Background: an optimization exercise with open tools, aiming at small area, a short achievable clock period and few clock cycles per item. Do not read the settings as production practice.
The RTL was checked by simulation tests, not by an equivalence proof against the original design.
Power and IR drop assume default switching activity.

== build 8 ==
==> flow/design.v <==
module master_dma (
    input  wire        clk,
    input  wire        reset,
    input  wire        trigger,
    input  wire [4:0]  length,
    input  wire [31:0] source_address,
    input  wire [31:0] destination_address,
    output wire        done,
    output wire [31:0] ARADDR,
    output wire        ARVALID,
    input  wire        ARREADY,
    input  wire [31:0] RDATA,
    input  wire        RVALID,
    output wire        RREADY,
    output wire [31:0] AWADDR,
    output wire        AWVALID,
    input  wire        AWREADY,
    output wire [31:0] WDATA,
    output wire        WVALID,
    input  wire        WREADY,
    input  wire        BVALID,
    output wire        BREADY
);
wire [2:0] words = length[4:2];
reg       started;      
reg [2:0] b_left;       
wire active = started | trigger;
addr_channel u_ar (.clk(clk), .reset(reset), .base(source_address), .words(words),
                   .active(active), .started(started), .ready(ARREADY),
                   .valid(ARVALID), .addr(ARADDR));
addr_channel u_aw (.clk(clk), .reset(reset), .base(destination_address), .words(words),
                   .active(active), .started(started), .ready(AWREADY),
                   .valid(AWVALID), .addr(AWADDR));
assign WVALID = RVALID & started;
assign WDATA  = RDATA;
assign RREADY = WREADY;
assign BREADY = 1'b1;
assign done = (started & (b_left == 3'd0)) | (BVALID & (b_left == 3'd1));
always @(posedge clk) begin
    if (reset)
        started <= 1'b0;
    else if (trigger)
        started <= 1'b1;
end
always @(posedge clk)
    b_left <= started ? b_left - {2'd0, BVALID} : words;
endmodule
module addr_channel (
    input  wire        clk,
    input  wire        reset,
    input  wire [31:0] base,
    input  wire [2:0]  words,
    input  wire        active,
    input  wire        started,
    input  wire        ready,
    output wire        valid,
    output wire [31:0] addr
);
localparam GROUP = 4;                   
localparam NG = (27 + GROUP - 1) / GROUP;
reg           left;                     
reg  [2:0]    low;                      
reg  [NG-1:0] gcarry;                   
assign valid = left & active;
wire   accept = valid & ready;
assign addr[1:0] = base[1:0];
assign addr[4:2] = started ? low : base[4:2];
wire [2:0] low_next = addr[4:2] + {2'd0, accept};
wire [2:0] low_end  = base[4:2] + words;
wire       carry_next = gcarry[0] | (accept & (&addr[4:2]));
genvar k, g;
generate
    for (k = 5; k < 32; k = k + 1) begin : g_inc
        if ((k - 5) % GROUP == 0) begin : g_first
            assign addr[k] = base[k] ^ gcarry[(k - 5) / GROUP];
        end else begin : g_rest
            assign addr[k] = base[k] ^ (gcarry[(k - 5) / GROUP] & (&base[k-1:5 + GROUP * ((k - 5) / GROUP)]));
        end
    end
    for (g = 0; g < NG; g = g + 1) begin : g_carry
        wire next;
        if (g == 0) begin : g_low
            assign next = carry_next;
        end else begin : g_high
            assign next = carry_next & (&base[5 + GROUP * g - 1:5]);
        end
        always @(posedge clk) begin
            if (reset)
                gcarry[g] <= 1'b0;
            else
                gcarry[g] <= next;
        end
    end
endgenerate
always @(posedge clk)
    low <= low_next;
always @(posedge clk) begin
    if (reset)
        left <= 1'b1;
    else if (accept && low_next == low_end)
        left <= 1'b0;
end
endmodule
module dma_top (
    input  wire        clk,
    input  wire        reset,
    input  wire        trigger,
    input  wire [4:0]  length,
    input  wire [31:0] source_address,
    input  wire [31:0] destination_address,
    output wire        done,
    output wire [31:0] ARADDR,
    output wire        ARVALID,
    input  wire        ARREADY,
    input  wire [31:0] RDATA,
    input  wire        RVALID,
    output wire        RREADY,
    output wire [31:0] AWADDR,
    output wire        AWVALID,
    input  wire        AWREADY,
    output wire [31:0] WDATA,
    output wire        WVALID,
    input  wire        WREADY,
    input  wire        BVALID,
    output wire        BREADY
);
master_dma u_dma (
    .clk(clk),
    .reset(reset),
    .trigger(trigger),
    .length(length),
    .source_address(source_address),
    .destination_address(destination_address),
    .done(done),
    .ARADDR(ARADDR),
    .ARVALID(ARVALID),
    .ARREADY(ARREADY),
    .RDATA(RDATA),
    .RVALID(RVALID),
    .RREADY(RREADY),
    .AWADDR(AWADDR),
    .AWVALID(AWVALID),
    .AWREADY(AWREADY),
    .WDATA(WDATA),
    .WVALID(WVALID),
    .WREADY(WREADY),
    .BVALID(BVALID),
    .BREADY(BREADY)
);
endmodule
Settings: LEC_CHECK=0, CAP_MARGIN=20, CORE_MARGIN=2, CORE_UTILIZATION=45, SETUP_SLACK_MARGIN=1.3, SLEW_MARGIN=20; clock period 3.5 ns.
standard.sh (not shown) runs the stock make flow with config.mk's settings and CLKGATE_MAP_FILE= SYNTH_SCRIPT=/design/flow/synth_recipe.tcl, a recipe that flattens the netlist after the stock synthesis.
==> flow/flow/run.sh <==
#!/bin/bash
# ORFS layout with two changes from the standard one:
#  - synthesis maps the logic with a plain delay-oriented ABC script (no
#    full/half-adder extraction, no ABC buffering or resizing); everything else
#    in synthesis, including the registers, is the standard synthesis;
#  - the port buffers are the smallest buffer cell.
set -euo pipefail
here=$(pwd)
rm -rf "$here/scripts_abc"
cp -r "$FLOW_HOME/scripts" "$here/scripts_abc"
printf '&get -n\n&st\n&dch\n&nf -p\n&put\n' > "$here/scripts_abc/abc_speed.script"
bash standard.sh "SCRIPTS_DIR=$here/scripts_abc" 'ADDER_MAP_FILE=' synth > synth.log 2>&1
bash standard.sh 'BUFFER_PORTS_ARGS=-buffer_cell sky130_fd_sc_hd__buf_1' 'SETUP_MOVE_SEQUENCE=unbuffer,sizeup,swap' finish > layout.log 2>&1
Testbench counts of build 8, summed over its fixed seeds: cycles 29,253, words 9,566.
Input-level comparison between build 43 and build 8:
- GPL_TIMING_DRIVEN newly set to 0
--- outcome ---
Build 8 → build 43: via count increased 13%, wire length reported by the detailed router increased 12%. Compare build 43 and build 8 | total number of cells along the worst setup path higher: build 8. Re final area: build 43 and build 8 aren't equal, and the higher value belongs to build 43. Between build 8 and build 43, the sequential power figures differ only marginally. Max fmax across build 43 and build 8: build 8.
Setup changes, build 43 to build 21
- clearing GPL_TIMING_DRIVEN, which used to be 0
- putting GPL_ROUTABILITY_DRIVEN at 0 where nothing was set
==> comparison <==
Summary of build 21 over build 43: combinational power lost about 20%, wire length of the first global-routing pass lost 7.9%. Sort build 21 and build 43 by overall power desc -> top: build 43. Looking at number of global-route vias before repair, build 21 sits about 8% lower than build 43 does.

-- afterwards: timing with drivers on the ports --
How much do the figures lean on ideal ports? The routed layouts below were timed once more, with nothing changed but the port constraints.
Step 1 sets driving cells, clkbuf_16 on the clock port and buf_2 on the other inputs (assumed; they add their load-dependent delay and slew).
Step 2 adds t to the input delays and takes it off the output delays; t is the mean of the earliest and latest rising clock arrival at the registers after step 1. Input paths then give back, and output paths get back, about the clock's delay inside the block.
a / b / c = no drivers / after step 1 / after step 2; a / b = the first two.
| run | t (ns) | setup slack, ns | slew at the worst register clock pin (ns) |
|---|---|---|---|
| build 8 | 0.291 | 1.375 / 1.343 / 1.171 | 0.09 / 0.09 |
| build 43 | 0.295 | 1.330 / 1.306 / 1.169 | 0.09 / 0.09 |
| build 21 | 0.291 | 1.375 / 1.343 / 1.171 | 0.09 / 0.09 |
After both steps every run listed still meets setup and hold.
